Source: an optimization exercise on an open RTL-to-GDS flow (aim: small area, a short achievable clock period and few clock cycles). Production flows keep margins and buffers that such runs may drop.
The RTL of this run was laid out without a check of its function.
Power figures rest on the tool's default switching activity, not on a simulated workload.

### design/flow/design.v
`timescale 1ns / 1ps
module full_reciprocal(
input logic clk,
input logic rst,  
input logic start,
output logic ready,
input logic [15:0] input0,
output logic [23:0] output0  
);
logic        busy;   
logic        first;  
logic [15:0] x;      
logic [16:0] p;      
logic [19:0] q;      
logic [19:0] res;    
assign output0 = {4'b0, res};
logic          ta_e;
logic [3:0] ta_q;
logic [5:0] rowa;
assign rowa = input0[15:10];
logic [16:8] ta_ge;    
always_comb begin
	ta_ge[8] = rowa <= 6'd63;
	ta_ge[9] = rowa <= 6'd55;
	ta_ge[10] = rowa <= 6'd50;
	ta_ge[11] = rowa <= 6'd45;
	ta_ge[12] = rowa <= 6'd41;
	ta_ge[13] = rowa <= 6'd38;
	ta_ge[14] = rowa <= 6'd35;
	ta_ge[15] = rowa <= 6'd33;
	ta_ge[16] = 1'b0;
	ta_q = '0;
	for (int k = 8; k <= 15; k++)
		if (ta_ge[k] & ~ta_ge[k+1]) ta_q = ta_q | 4'(k);
end
assign ta_e = (rowa >= 6'd32) & ~((rowa == 6'd32) | (rowa == 6'd34) | (rowa == 6'd36) | (rowa == 6'd39) | (rowa == 6'd42) | (rowa == 6'd46) | (rowa == 6'd51) | (rowa == 6'd56));
logic          tb_e;
logic [5:0] tb_q;
logic [9:0] rowb;
assign rowb = x[15:6];
logic [64:8] tb_ge;    
always_comb begin
	tb_ge[8] = rowb <= 10'd1023;
	tb_ge[9] = rowb <= 10'd909;
	tb_ge[10] = rowb <= 10'd818;
	tb_ge[11] = rowb <= 10'd743;
	tb_ge[12] = rowb <= 10'd681;
	tb_ge[13] = rowb <= 10'd629;
	tb_ge[14] = rowb <= 10'd584;
	tb_ge[15] = rowb <= 10'd545;
	tb_ge[16] = rowb <= 10'd511;
	tb_ge[17] = rowb <= 10'd480;
	tb_ge[18] = rowb <= 10'd454;
	tb_ge[19] = rowb <= 10'd430;
	tb_ge[20] = rowb <= 10'd408;
	tb_ge[21] = rowb <= 10'd389;
	tb_ge[22] = rowb <= 10'd371;
	tb_ge[23] = rowb <= 10'd355;
	tb_ge[24] = rowb <= 10'd340;
	tb_ge[25] = rowb <= 10'd326;
	tb_ge[26] = rowb <= 10'd314;
	tb_ge[27] = rowb <= 10'd302;
	tb_ge[28] = rowb <= 10'd291;
	tb_ge[29] = rowb <= 10'd281;
	tb_ge[30] = rowb <= 10'd272;
	tb_ge[31] = rowb <= 10'd263;
	tb_ge[32] = rowb <= 10'd255;
	tb_ge[33] = rowb <= 10'd247;
	tb_ge[34] = rowb <= 10'd239;
	tb_ge[35] = rowb <= 10'd233;
	tb_ge[36] = rowb <= 10'd226;
	tb_ge[37] = rowb <= 10'd220;
	tb_ge[38] = rowb <= 10'd214;
	tb_ge[39] = rowb <= 10'd209;
	tb_ge[40] = rowb <= 10'd203;
	tb_ge[41] = rowb <= 10'd198;
	tb_ge[42] = rowb <= 10'd194;
	tb_ge[43] = rowb <= 10'd189;
	tb_ge[44] = rowb <= 10'd185;
	tb_ge[45] = rowb <= 10'd181;
	tb_ge[46] = rowb <= 10'd177;
	tb_ge[47] = rowb <= 10'd173;
	tb_ge[48] = rowb <= 10'd169;
	tb_ge[49] = rowb <= 10'd166;
	tb_ge[50] = rowb <= 10'd162;
	tb_ge[51] = rowb <= 10'd159;
	tb_ge[52] = rowb <= 10'd156;
	tb_ge[53] = rowb <= 10'd153;
	tb_ge[54] = rowb <= 10'd150;
	tb_ge[55] = rowb <= 10'd147;
	tb_ge[56] = rowb <= 10'd145;
	tb_ge[57] = rowb <= 10'd142;
	tb_ge[58] = rowb <= 10'd140;
	tb_ge[59] = rowb <= 10'd137;
	tb_ge[60] = rowb <= 10'd135;
	tb_ge[61] = rowb <= 10'd133;
	tb_ge[62] = rowb <= 10'd131;
	tb_ge[63] = rowb <= 10'd129;
	tb_ge[64] = 1'b0;
	tb_q = '0;
	for (int k = 8; k <= 63; k++)
		if (tb_ge[k] & ~tb_ge[k+1]) tb_q = tb_q | 6'(k);
end
assign tb_e = (rowb >= 10'd128) & ~((rowb == 10'd128) | (rowb == 10'd130) | (rowb == 10'd132) | (rowb == 10'd134) | (rowb == 10'd136) | (rowb == 10'd138) | (rowb == 10'd141) | (rowb == 10'd143) | (rowb == 10'd146) | (rowb == 10'd148) | (rowb == 10'd151) | (rowb == 10'd154) | (rowb == 10'd157) | (rowb == 10'd160) | (rowb == 10'd163) | (rowb == 10'd167) | (rowb == 10'd170) | (rowb == 10'd174) | (rowb == 10'd178) | (rowb == 10'd182) | (rowb == 10'd186) | (rowb == 10'd190) | (rowb == 10'd195) | (rowb == 10'd199) | (rowb == 10'd204) | (rowb == 10'd210) | (rowb == 10'd215) | (rowb == 10'd221) | (rowb == 10'd227) | (rowb == 10'd234) | (rowb == 10'd240) | (rowb == 10'd248) | (rowb == 10'd256) | (rowb == 10'd264) | (rowb == 10'd273) | (rowb == 10'd282) | (rowb == 10'd292) | (rowb == 10'd303) | (rowb == 10'd315) | (rowb == 10'd327) | (rowb == 10'd341) | (rowb == 10'd356) | (rowb == 10'd372) | (rowb == 10'd390) | (rowb == 10'd409) | (rowb == 10'd431) | (rowb == 10'd455) | (rowb == 10'd481) | (rowb == 10'd512) | (rowb == 10'd546) | (rowb == 10'd585) | (rowb == 10'd630) | (rowb == 10'd682) | (rowb == 10'd744) | (rowb == 10'd819) | (rowb == 10'd910));
logic [15:0] y;
logic [15:0] msk;    
logic [15:0] msb;    
logic [16:0] hi;     
logic [15:0] lo;     
assign y = x - 1'b1;
always_comb begin
	hi[16] = 1'b0;
	for (int i = 15; i >= 0; i--) hi[i] = hi[i+1] | x[i];
	lo[0] = 1'b0;
	for (int i = 1; i < 16; i++) lo[i] = lo[i-1] | x[i-1];
	for (int i = 0; i < 16; i++) msk[i] = hi[i+1] | (x[i] & lo[i]);
	msb = msk & ~(msk >> 1);
end
logic [15:0] r1;
assign r1 = ~y & msk;
logic [17:0] diff;
logic        qb;
logic [15:0] r;
assign diff = {1'b0, p} - {2'b0, x};
assign qb   = ~diff[17];
assign r    = qb ? diff[15:0] : p[15:0];
logic adone, bdone, sdone;
assign adone = ~busy & start & ta_e;
assign bdone = first & tb_e;
assign sdone = busy & ~first & q[19];
always_ff @(posedge clk) begin
	if (!busy)
		x <= input0;
	if (first) begin
		p <= {r1, 1'b0};
		q <= {2'b0, msb, ~msk[0], 1'b1};
	end else begin
		p <= {r, 1'b0};
		q <= {q[18:0], qb};
	end
	if (!rst) begin
		if (sdone)
			res <= {q[18:0], qb};
		else if (bdone)
			res <= 20'(tb_q);
		else if (adone)
			res <= 20'(ta_q);
	end
	if (rst) begin
		busy  <= 1'b0;
		first <= 1'b0;
		ready <= 1'b0;
	end else begin
		busy  <= busy ? ~(bdone | sdone) : start & ~ta_e;
		first <= ~busy & start & ~ta_e;
		ready <= adone | bdone | sdone;
	end
end
endmodule
### design/flow/constraint.sdc
create_clock -name core_clock -period 8.0 [get_ports {clk}]
set_input_delay 1.6000 -clock core_clock [delete_from_list [all_inputs] [get_ports {clk}]]
set_output_delay 1.6000 -clock core_clock [all_outputs]
set_load 0.01 [all_outputs]
### design/flow/config.mk
export PLATFORM = sky130hd
export DESIGN_NAME = full_reciprocal
export DESIGN_NICKNAME = full_reciprocal
export VERILOG_FILES = /design/flow/design.v
export SDC_FILE = /design/flow/constraint.sdc
export NUM_CORES = 4
export LEC_CHECK = 0
export CAP_MARGIN = 20
export CORE_MARGIN = 2
export CORE_UTILIZATION = 40
export SLEW_MARGIN = 20
### design/flow/flow/run.sh
#!/bin/bash
set -euo pipefail
MARGIN=$(cat flow/margin.txt)
bash standard.sh SETUP_SLACK_MARGIN=$MARGIN finish > standard_flow.log 2>&1
### design/flow/flow/margin.txt
5.5
### design/flow/standard.sh
#!/bin/bash
# synth_recipe.tcl (not shown) runs the flow's synth.tcl, then flattens the netlist and writes it again
# the make line also repeats each setting of config.mk as NAME=value (left out here)
make -C /OpenROAD-flow-scripts/flow DESIGN_CONFIG=/design/flow/config.mk WORK_HOME=/design/flow/orfs CLKGATE_MAP_FILE= SYNTH_SCRIPT=/design/flow/synth_recipe.tcl "${@:-finish}"
==> key figures <==
Setup path
  – R2r endpoint: res[2]$_DFFE_PP_
  – Worst r2r src: x[13]$_DFFE_PN_
  – Critical path class: flip-flop to flip-flop
  – Startpoint Class: flip-flop
  – Critical Path RT: 8060 ps
  – Crit path cell chain: buf_6, clkbuf_16, a21oi_2, a21oi_1, a21oi_1, nand2b_1, o2111ai_1, or4_1, nor4_2, a21oi_1
  – R2R depth: 10
  – Crit-path most repeated cell: a21oi_1
  – Max Fanout on Critical Path: 6
  – Top delay family on crit path: compound AO/OA/AOI/OAI gates
  – CP endpoint kind: flip-flop
  – R2r setup slk: a little under 5000 ps
  – CP Buf/Inv Count: 2
  – Slowest stage delay, CP: slightly below 600 ps
  – Crit path DAT: roughly 3100 ps
  – Worst path slowest cell: or4_1

Clock network
  – H-tree depth: 3
  – Worst-Skew Late Latency: between 300 and 400 ps
  – CTS Buf Count: 9
  – CTS tree: built
  – Clk sinks: 75
  – CTS Buffer Depth: 2
  – CTS Root Cell: clkbuf_16
  – CTS clk-pin slew, worst paths: roughly 60 ps

STA
  – # setup viols final: 0
  – Endpoints failing hold: 0
  – RSZ-0062 raised after global routing: true
  – Final min period: about 3000 ps
  – Worst-Margin Slew: ~910 ps
  – Clock Skews: around 10 ps
  – Rel. slew slack: 38.5%
  – Setup_tns: 0 ps
  – Pins Over Slew Limit: 0
  – Final period util: a little under two fifths
  – Fmax: roughly 330 MHz

Layout
  – Area Growth Syn to Fin: 47.8%
  – Sequential Area: approximately 1900 sq um
  – Fill cells: about 1400
  – Layout Utilization: ~60%
  – Layout cells sized above 1: approximately a third
  – Fin cells: 1168
  – Nets: 986
  – Multi-input gate area: about 5000 sq um
  – Ant diodes: 0

Synthesis
  – Post-synthesis cell count: a little over 800
  – Area contributors post-synth: edfxtp_1, dfxtp_1, nand2_1
  – Synth Register Bits: 75
  – Synth top area share: approximately 17%
  – Sequential share of the synthesized area: between 20% and 30%
  – Top_reg_cell synth: dfxtp_1
  – Syn avg cell area: between 7 and 8 sq um
  – Asr flop ratio synth: 0%
  – Warnings, synthesis: 1
  – Post-synth EDFFs: 36
  – Netlist Area Pre-Place: about 6400 sq um
  – Area leader, netlist: edfxtp_1
  – Synth cell types: 87

Min path
  – Hold endpoint: q[11]$_DFF_P_
  – Hold path startpoint: q[10]$_DFF_P_
  – Hold Crit Depth: 2
  – Worst Hold Class: flip-flop to flip-flop

Job
  – Max Cap Violations: 0

Placement
  – Port bufs: 39
  – Detailed Place HPWL: between 15000 and 20000 um
  – Placed Cells: 1032
  – GP Congestion: roughly 1.1

Floorplanning
  – Chip Width: roughly 130 um
  – DIE AREA: 16900 sq um
  – Initial core utilization: approximately two fifths
  – Io pins: 44
  – FP Rows: 46
  – Core footprint: about 16000 sq um
  – Die height: roughly 130 um

Pwr
  – Power Density: about 250 nW/um^2
  – Leakage power: 3.61 nW
  – Peak VDD IR: between 0.15 and 0.2 mV

Global route
  – First-pass GRT wire length: 42800 um
  – Initial antenna violation count: 0
  – Total global-route track usage: around 34%
  – Met2 Usage GRT: 50.9%
  – Vias in the first global route: a little over 7000
  – Grt met3 use: roughly 11%
  – Largest net degree at the start of global routing: 41
  – GR Util met1: about 43%
  – Busiest grt layer: met2
  – Gr ovfl total: 0

Route
  – Vias: approximately 7900
  – First DRT Iteration DRCs: 1138
  – Final WL: roughly 30000 um
  – Antenna-violating nets left: 0
  – TritonRoute pass-1 iters: 8
  – Per-cell routed wire length: around 26 um
  – Via density per instance: between 6 and 7
  – DRC viols: 0

Outcome
  – Status: finished clean
## cells in the mapped netlist (5+ instances only)
cell	number
a311oi_1	5
nor2b_1	22
o21ai_1	9
dfxtp_1	39
nor2_1	76
ha_1	19
a31oi_1	23
and2_1	5
mux2i_1	15
or4_1	5
clkbuf_1	23
nand2b_1	14
buf_4	10
a211oi_1	7
or2_2	8
nor3_1	31
and3_1	6
o21ai_0	49
buf_6	6
o31ai_1	7
nand3_1	31
o211ai_1	9
inv_1	28
o32ai_1	5
xnor2_1	13
nand2_1	90
buf_2	20
nand4_1	9
edfxtp_1	36
o22ai_1	14
a21oi_1	53
xor2_1	8
buf_1	7
or3_1	12
a211o_1	5
nor4_1	15
## logic make-up (layout without fill, tap and decap cells)
group	after synthesis	after routing	synth area share (%)
AO/OA/AOI/OAI	242	244	25.0
XOR/XNOR	21	21	2.89
adder cells (fa/ha/maj)	20	20	4.05
buffers and inverters	96	218	7.36
flip-flops	75	75	29.3
multiplexers	17	17	2.71
other	1	4	0.0590
AND/OR/NAND/NOR	353	353	28.7
## tightest hold or removal path, stage by stage (launching register included)
cell and delay (ps):
dfxtp_1 310, nand2_1 60, nand2_1 50
## flip-flops by register name (all words and copies together) (netlist names)
register  count
x            16
p            16
q            20
busy          1
res          20
first         1
ready         1
## area by class of cell
| type | instances | share of cell area (%) |
|---|---|---|
| multi-input cells | 659 | 52.2 |
| inverters | 30 | 1.69 |
| clock inverters | 7 | 1.05 |
| flip-flops and latches | 75 | 19.8 |
| repair buffers | 172 | 20.0 |
| clock buffers | 9 | 2.40 |
| well taps | 216 | 2.88 |
## worst max path at each step
stage | start | slack, ps | cells past startpoint | to
floorplan | input0[14] | 4810 | 6 | res[0]$_DFFE_PP_
finish | x[13]$_DFFE_PN_ | 4960 | 10 | res[2]$_DFFE_PP_
global placement | input0[14] | 4050 | 6 | res[11]$_SDFFCE_PN0P_
global route | x[14]$_DFFE_PN_ | 4900 | 11 | res[2]$_DFFE_PP_
CTS | input0[14] | 5020 | 9 | res[16]$_SDFFCE_PN0P_
detailed placement | input0[14] | 4000 | 6 | res[12]$_SDFFCE_PN0P_
## per-stage QoR
step | cell area (sq um) | hold WS, ps | worst slack, ps | power [mW]
detailed placement | 6940 | 435 | 4000 | 1.47
CTS | 8530 | 451 | 5020 | 2.14
floorplan | 6610 | 414 | 4810 | 1.27
finish | 9400 | 450 | 4960 | 2.31
global placement | 6940 | 430 | 4050 | 1.45
global route | 9400 | 490 | 4900 | 2.42
## timing repair
item | CTS | global route
pin swaps | 27 | 46
setup endpoints to repair | 75 | 56
setup buffers | 62 | 42
cloned | 11 | 5
resized for setup | 235 | 93
hold buffers | 0 | 0
## report_power, final
group          leakage (nW)  total (mW)  switching, mW  internal (mW)
Sequential            0.677       0.571         0.0673          0.504
Clock                 0.156       0.445          0.170          0.275
Combinational          2.78        1.29          0.691          0.603
## routing by layer
layer  wire length (um)  up-vias
li1                   -     3328
met4               2010        0
met5                  0        -
met3               4040      197
met2              12800      642
met1              11400     3741
## cell usage in the layout, fill, tap and decap left out, drive strengths merged, types with 13 or more instances in the layout
cell	n
a31oi	24
o22ai	14
nand3	31
a21oi	53
nand2	90
nor3	32
buf	148
nor2b	22
nand2b	14
xnor2	13
inv	27
dfxtp	39
nor2	76
o21ai	59
edfxtp	36
nor4	16
mux2i	15
ha	19
clkbuf	14

## port drivers added, routing unchanged
How much do the figures lean on ideal ports? The routed layout below was timed once more, with nothing changed but the port constraints. Step 1 assumes that a clkbuf_16 drives the clock port and a buf_2 every other input. Step 2 times the ports against the registers' clock, not the clock port: input delays grow and output delays shrink by t, the midpoint of the rising clock arrivals with the driver on. a / b / c = ideal / step 1 / step 2; a / b = the first two.
shift t [ns]: 0.386
slack for setup (ns): 4.959 / 4.959 / 4.614
worst hold slack (ns): 0.450 / 0.450 / 0.450
worst setup path after step 2: input to register
latest minus earliest clock arrival (ns): 0.011 / 0.011
After both steps this run still meets setup and hold. For this run, drivers alone change the setup slack by 0.000 ns; drivers and shift together by -0.345 ns.
